From an optimization exercise on the open Yosys and OpenROAD flow, aimed at small area; shortcuts taken in it are not production practice. Where RTL was checked, it was by simulation tests only, not by an equivalence proof against the original. No activity file was given, so power comes from the tool's default toggle rates.

==> 11-03 <==
==> flow/design.v <==
module dbc_lfsr (
    input clk,
    input rst_n,
    input button,
    output event_o
);
    localparam [10:0] P = 11'b10000000110;
    reg s1, s2;
    reg [10:0] q;
    wire z = ~|q[9:0];
    wire start = s1 & ~s2 & z;
    wire f = (q[10] ^ q[8]) & ~z;
    assign event_o = z & q[10];
    always @(posedge clk) begin
        s1 <= rst_n & button;
        s2 <= rst_n & s1;
        if (!rst_n) q <= 11'd0;
        else if (start) q <= P;
        else q <= {q[9:0], f};
    end
endmodule
module main(
    input clk,
    input reset,
    input entry_sensor,
    input exit_sensor,
    input [1:0] switch,
    input beep_in,
    output beep,
    output door_open,
    output full,
    output [2:0] c,
    output [1:0] L,
    output [3:0] state,
    output [4:0] seg_sel,
    output [7:0] seg_data
);
    assign beep = beep_in;
    wire rst_n = reset;
    wire ent, ext;
    dbc_lfsr dbc1 (.clk(clk), .rst_n(rst_n), .button(~entry_sensor), .event_o(ent));
    dbc_lfsr dbc2 (.clk(clk), .rst_n(rst_n), .button(~exit_sensor), .event_o(ext));
    reg [3:0] st;
    reg [2:0] cr;
    reg [1:0] Lr;
    assign state = st;
    assign c = cr;
    assign L = Lr;
    wire nf = &st;
    wire [3:0] nst;
    assign nst[0] = (ent & ~st[0]) | (st[0] & ~(ext & (switch == 2'd0)));
    assign nst[1] = (ent & st[0] & ~st[1]) | (st[1] & ~(ext & (switch == 2'd1)));
    assign nst[2] = (ent & st[0] & st[1] & ~st[2]) | (st[2] & ~(ext & (switch == 2'd2)));
    assign nst[3] = (ent & st[0] & st[1] & st[2] & ~st[3]) | (st[3] & ~(ext & (switch == 2'd3)));
    wire [1:0] nL = ~st[0] ? 2'd0 : ~st[1] ? 2'd1 : ~st[2] ? 2'd2 : ~st[3] ? 2'd3 : 2'd0;
    always @(posedge clk) begin
        if (!rst_n) begin
            st <= 4'd0;
            cr <= 3'd4;
            Lr <= 2'd0;
        end else begin
            st <= nst;
            cr <= (ent & ~nf) ? cr - 3'd1 : ext ? cr + 3'd1 : cr;
            Lr <= nL;
        end
    end
    localparam [9:0] DW = 10'b1010110010;
    reg [5:0] dcnt;
    reg [9:0] dt;
    wire dev = (ent & ~full) | ext;
    wire drun = |dcnt;
    wire dwrap = (dt == DW);
    assign door_open = dcnt[0];
    always @(posedge clk) begin
        if (!rst_n) begin
            dcnt <= 6'd0;
            dt <= 10'd0;
        end else if (dev) begin
            dcnt <= 6'd39;
        end else if (drun) begin
            if (dwrap) begin
                dt <= 10'd0;
                dcnt <= dcnt - 6'd1;
            end else
                dt <= {dt[8:0], ~(dt[9] ^ dt[6])};
        end
    end
    localparam [10:0] FW = 11'b00000010111;
    reg fr;
    reg [2:0] fcnt;
    reg [10:0] ft;
    wire ftrig = nf & ent;
    wire frun = |fcnt;
    wire fwrap = (ft == FW);
    assign full = fr;
    always @(posedge clk) begin
        if (!rst_n) begin
            fr <= 1'b0;
            fcnt <= 3'd0;
            ft <= 11'd0;
        end else if (ftrig) begin
            fcnt <= 3'd7;
            fr <= 1'b1;
        end else if (frun) begin
            if (fwrap) begin
                ft <= 11'd0;
                fr <= ~fr;
                fcnt <= fcnt - 3'd1;
            end else
                ft <= {ft[9:0], ~(ft[10] ^ ft[8])};
        end else
            fr <= nf;
    end
    reg [4:0] q;
    reg [2:0] A, B;
    wire tick = &q[2:0];
    wire [1:0] ds = q[4:3];
    reg [2:0] nA;
    always @* begin
        case (ds)
            2'd0: nA = cr;
            2'd1: nA = fr ? 3'd7 : {1'b0, Lr};
            2'd2: nA = fr ? 3'd6 : 3'd7;
            default: nA = 3'd7;
        endcase
    end
    always @(posedge clk) begin
        if (!rst_n) begin
            q <= 5'b00100;
            A <= 3'd0;
            B <= 3'd0;
        end else begin
            q <= q + 5'd1;
            if (tick) begin
                A <= nA;
                B <= A;
            end
        end
    end
    wire blank = (ds == 2'd0) & ~B[2];
    reg [7:0] seg;
    always @* begin
        case (B)
            3'd0: seg = 8'b00111111;
            3'd1: seg = 8'b00000110;
            3'd2: seg = 8'b01011011;
            3'd3: seg = 8'b01001111;
            3'd4: seg = 8'b01100110;
            3'd5: seg = 8'b01101101;
            3'd6: seg = 8'b01110001;
            default: seg = 8'b01000000;
        endcase
    end
    assign seg_data = blank ? 8'd0 : seg;
    assign seg_sel = {1'b0, ds == 2'd1, (ds == 2'd0) & B[2], ds == 2'd2, ds == 2'd3};
endmodule
==> flow/flow/run.sh <==
#!/bin/bash
# Own layout flow: the standard ORFS flow (standard.sh) with three changes:
#  - synthesis is synth_recipe.tcl unchanged except that its abc call uses an
#    area-oriented ABC script (flow/area.abc) instead of ORFS's speed script;
#    registers, their names and cell types are untouched;
#  - every input and output port still gets a buffer, but a buf_1;
#  - CTS uses no dummy loads.
set -euo pipefail
W=$(pwd)
F=$W/flow
cat > "$W/own_synth.tcl" <<TCL
proc abc {args} {
  set i [lsearch -exact \$args -script]
  if {\$i >= 0} { lset args [expr {\$i + 1}] {$F/area.abc} }
  yosys abc {*}\$args
}
source {$W/synth_recipe.tcl}
TCL
CTS="-sink_clustering_enable -repair_clock_nets -dont_use_dummy_load"
if [[ -f "$F/cts_args" ]]; then CTS="$(cat "$F/cts_args")"; fi
bash "$W/standard.sh" \
  "SYNTH_SCRIPT=$W/own_synth.tcl" \
  "BUFFER_PORTS_ARGS=-buffer_cell sky130_fd_sc_hd__buf_1" \
  "CTS_ARGS=$CTS" \
  finish > "$W/own_flow.log" 2>&1
==> flow/flow/area.abc <==
strash
dc2
dch -f
map -a
topo
==> flow/flow/cts_args <==
-sink_clustering_enable -repair_clock_nets -dont_use_dummy_load -buf_list sky130_fd_sc_hd__clkbuf_16 -root_buf sky130_fd_sc_hd__clkbuf_16 -sink_clustering_size 100 -sink_clustering_max_diameter 500
==> flow/standard.sh <==
#!/bin/bash
# synth_recipe.tcl (not shown) runs the flow's synth.tcl, then flattens the netlist and writes it again
# the make line also repeats each setting of config.mk as NAME=value (left out here)
make -C /OpenROAD-flow-scripts/flow DESIGN_CONFIG=/design/flow/config.mk WORK_HOME=/design/flow/orfs CLKGATE_MAP_FILE= SYNTH_SCRIPT=/design/flow/synth_recipe.tcl "${@:-finish}"
==> flow/config.mk <==
export PLATFORM = sky130hd
export DESIGN_NAME = main
export DESIGN_NICKNAME = main
export VERILOG_FILES = /design/flow/design.v
export SDC_FILE = /design/flow/constraint.sdc
export NUM_CORES = 4
export LEC_CHECK = 0
export CAP_MARGIN = 20
export CORE_MARGIN = 2
export CORE_UTILIZATION = 40
export PLACE_DENSITY = 0.6
export SLEW_MARGIN = 20
==> flow/constraint.sdc <==
create_clock -name core_clock -period 10.0 [get_ports {clk}]
set_input_delay 2.0000 -clock core_clock [delete_from_list [all_inputs] [get_ports {clk}]]
set_output_delay 2.0000 -clock core_clock [all_outputs]
set_load 0.01 [all_outputs]
==> 10-27: changes against 11-03 <==
==> flow/design.v (replaced) <==
module dbc_lfsr (
    input clk,
    input rst_n,
    input button,
    output event_o
);
    localparam [10:0] P = 11'b10000000110;
    localparam [10:0] POL = 11'b10101010101;
    localparam S1P = 1'b1, S2P = 1'b0;
    reg s1q, s2q;
    reg [10:0] q;
    wire s1 = s1q ^ S1P;
    wire s2 = s2q ^ S2P;
    wire [10:0] t = q ^ POL;
    wire z = ~|t[9:0];
    wire start = s1 & ~s2 & z;
    wire f = (t[10] ^ t[8]) & ~z;
    assign event_o = z & t[10];
    wire [10:0] tn = !rst_n ? 11'd0 : start ? P : {t[9:0], f};
    always @(posedge clk) begin
        s1q <= (rst_n & button) ^ S1P;
        s2q <= (rst_n & s1) ^ S2P;
        q <= tn ^ POL;
    end
endmodule
module slot_fsm (
    input clk,
    input rst_n,
    input ent,
    input ext,
    input [1:0] switch,
    output reg [3:0] st,
    output reg [2:0] cr,
    output reg [1:0] Lr,
    output nf
);
    assign nf = &st;
    wire [3:0] nst;
    assign nst[0] = (ent & ~st[0]) | (st[0] & ~(ext & (switch == 2'd0)));
    assign nst[1] = (ent & st[0] & ~st[1]) | (st[1] & ~(ext & (switch == 2'd1)));
    assign nst[2] = (ent & st[0] & st[1] & ~st[2]) | (st[2] & ~(ext & (switch == 2'd2)));
    assign nst[3] = (ent & st[0] & st[1] & st[2] & ~st[3]) | (st[3] & ~(ext & (switch == 2'd3)));
    wire [1:0] nL = ~st[0] ? 2'd0 : ~st[1] ? 2'd1 : ~st[2] ? 2'd2 : ~st[3] ? 2'd3 : 2'd0;
    always @(posedge clk) begin
        if (!rst_n) begin
            st <= 4'd0;
            cr <= 3'd4;
            Lr <= 2'd0;
        end else begin
            st <= nst;
            cr <= (ent & ~nf) ? cr - 3'd1 : ext ? cr + 3'd1 : cr;
            Lr <= nL;
        end
    end
endmodule
module door_blink (
    input clk,
    input rst_n,
    input dev,
    output door_open
);
    localparam [9:0] DW = 10'b1010110010;
    reg [5:0] dcnt;
    reg [9:0] dt;
    wire drun = |dcnt;
    wire dwrap = (dt == DW);
    wire hold = rst_n & dev;
    wire step = rst_n & ~dev & drun & ~dwrap;
    assign door_open = dcnt[0];
    wire [9:0] sh = {dt[8:0], ~(dt[9] ^ dt[6])};
    always @(posedge clk) begin
        dt <= ({10{hold}} & dt) | ({10{step}} & sh);
        if (!rst_n) dcnt <= 6'd0;
        else if (dev) dcnt <= 6'd39;
        else if (drun & dwrap) dcnt <= dcnt - 6'd1;
    end
endmodule
module full_blink (
    input clk,
    input rst_n,
    input ftrig,
    input nf,
    output full
);
    localparam [10:0] FW = 11'b00000010111;
    reg [2:0] k;
    reg [10:0] ft;
    wire run = |k;
    wire fwrap = (ft == FW);
    assign full = run ? k[0] : ft[0];
    wire hold = rst_n & ftrig & run;
    wire step = rst_n & ~ftrig & run & ~fwrap;
    wire idle = rst_n & ~ftrig & ~run;
    wire [10:0] sh = {ft[9:0], ~(ft[10] ^ ft[8])};
    always @(posedge clk) begin
        ft <= ({11{hold}} & ft) | ({11{step}} & sh) | {10'd0, idle & nf};
        if (!rst_n) k <= 3'd0;
        else if (ftrig) k <= 3'd7;
        else if (run & fwrap) k <= k - 3'd1;
    end
endmodule
module scanner (
    input clk,
    input rst_n,
    input [2:0] cr,
    input [1:0] Lr,
    input fr,
    output [4:0] seg_sel,
    output [7:0] seg_data
);
    reg [4:0] q;
    reg [2:0] A, B;
    wire tick = &q[2:0];
    wire [1:0] ds = q[4:3];
    reg [2:0] nA;
    always @* begin
        case (ds)
            2'd0: nA = cr;
            2'd1: nA = fr ? 3'd7 : {1'b0, Lr};
            2'd2: nA = fr ? 3'd6 : 3'd7;
            default: nA = 3'd7;
        endcase
    end
    always @(posedge clk) begin
        if (!rst_n) begin
            q <= 5'b00100;
            A <= 3'd0;
            B <= 3'd0;
        end else begin
            q <= q + 5'd1;
            if (tick) begin
                A <= nA;
                B <= A;
            end
        end
    end
    wire blank = (ds == 2'd0) & ~B[2];
    reg [7:0] seg;
    always @* begin
        case (B)
            3'd0: seg = 8'b00111111;
            3'd1: seg = 8'b00000110;
            3'd2: seg = 8'b01011011;
            3'd3: seg = 8'b01001111;
            3'd4: seg = 8'b01100110;
            3'd5: seg = 8'b01101101;
            3'd6: seg = 8'b01110001;
            default: seg = 8'b01000000;
        endcase
    end
    assign seg_data = blank ? 8'd0 : seg;
    assign seg_sel = {1'b0, ds == 2'd1, (ds == 2'd0) & B[2], ds == 2'd2, ds == 2'd3};
endmodule
module main(
    input clk,
    input reset,
    input entry_sensor,
    input exit_sensor,
    input [1:0] switch,
    input beep_in,
    output beep,
    output door_open,
    output full,
    output [2:0] c,
    output [1:0] L,
    output [3:0] state,
    output [4:0] seg_sel,
    output [7:0] seg_data
);
    assign beep = beep_in;
    wire ent, ext, nf;
    dbc_lfsr dbc1 (.clk(clk), .rst_n(reset), .button(~entry_sensor), .event_o(ent));
    dbc_lfsr dbc2 (.clk(clk), .rst_n(reset), .button(~exit_sensor), .event_o(ext));
    slot_fsm fsm (.clk(clk), .rst_n(reset), .ent(ent), .ext(ext), .switch(switch),
                  .st(state), .cr(c), .Lr(L), .nf(nf));
    door_blink door (.clk(clk), .rst_n(reset), .dev((ent & ~full) | ext), .door_open(door_open));
    full_blink fb (.clk(clk), .rst_n(reset), .ftrig(nf & ent), .nf(nf), .full(full));
    scanner scan (.clk(clk), .rst_n(reset), .cr(c), .Lr(L), .fr(full), .seg_sel(seg_sel), .seg_data(seg_data));
endmodule
--- a/flow/flow/run.sh
+++ b/flow/flow/run.sh
@@ -21,3 +21,3 @@
 bash "$W/standard.sh" \
-  "SYNTH_SCRIPT=$W/own_synth.tcl" \
+  "SYNTH_SCRIPT=$W/own_synth.tcl" "ADDER_MAP_FILE=" \
   "BUFFER_PORTS_ARGS=-buffer_cell sky130_fd_sc_hd__buf_1" \
==> flow/flow/area.abc (replaced) <==
strash
&get -n
&st
&dch
&nf -a
&put
topo
- CORE_UTILIZATION: 40 -> 70
- PLACE_DENSITY: 0.6 -> 0.8
removed: flow/flow/cts_args
==> 06-18: changes against 11-03 <==
removed: flow/flow/cts_args
==> impl_metrics.yaml <==
global_routing:
  grt_pass1_vias: 2329
  use_met1: 0.192
finish:
  n_all_buffers: 29
  design.seq.count: 77
route:
  routed_wl_um: 5740
  via_per_inst: 4.76
run_status:
  outcome: "complete, no violations"
placed_design:
  placed_cells: 521
critical_path:
  r2r_start: "dbc1.q[0]$_SDFF_PP0_"
  endpoint: "beep"
sta:
  slew_headroom: 0.615
floorplanning:
  design.die.area_mm2: 0.00832
(the above is from 11-03)
==> impl_metrics.yaml <==
sta:
  slew_headroom: 0.289
critical_path:
  r2r_start: "dbc1.q[5]$_SDFF_PP0_"
  endpoint: "door.dt[4]$_DFF_P_"
placed_design:
  placed_cells: 380
route:
  routed_wl_um: 5800
  via_per_inst: 6.04
global_routing:
  grt_pass1_vias: 2102
run_status:
  outcome: "complete, no violations"
(the above is from 10-27)
==> impl_metrics.yaml <==
route:
  top_layer: "met4"
  routed_wl_um: 5730
  via_per_inst: 4.75
finish:
  design.seq.count: 77
  n_all_buffers: 29
sta:
  setup_violations: 0
  slew_headroom: 0.610
critical_path:
  endpoint: "beep"
  r2r_start: "dbc1.q[0]$_SDFF_PP0_"
pwr:
  seqPwrFrac: 0.584
global_routing:
  grt_pass1_vias: 2302
  use_met1: 0.191
placed_design:
  placed_cells: 521
floorplanning:
  design.die.area_mm2: 0.00832
run_status:
  outcome: "complete, no violations"
(the above is from 06-18)
Function not checked in 10-27: the RTL went through the layout flow alone.

## afterwards: timing with drivers on the ports
In the flow no input, the clock included, has a driving cell. The finished layouts below were timed again as built, in two steps.
Step 1: set_driving_cell puts a clkbuf_16 on clk and a buf_2 on each other input, an assumption about the parent block.
Step 2 adds t to the input delays and takes it off the output delays; t is the mean of the earliest and latest rising clock arrival at the registers after step 1. Input paths then give back, and output paths get back, about the clock's delay inside the block.
Slacks: ideal ports / drivers / drivers and shift; pairs: ideal ports / drivers.
| run | shift t [ns] | slack for setup (ns) | clock arrival spread, ns | worst data-port slew with drivers (ns) |
|---|---|---|---|---|
| 11-03 | 0.349 | 6.000 / 5.959 / 5.959 | 0.020 / 0.020 | 0.06 |
| 10-27 | 0.367 | 5.802 / 5.806 / 5.439 | 0.021 / 0.022 | 0.06 |
| 06-18 | 0.358 | 6.000 / 5.959 / 5.959 | 0.033 / 0.033 | 0.06 |
After both steps setup and hold are still met in every run listed. For 10-27, which loses most, drivers alone change the setup slack by +0.004 ns; drivers and shift together by -0.363 ns.
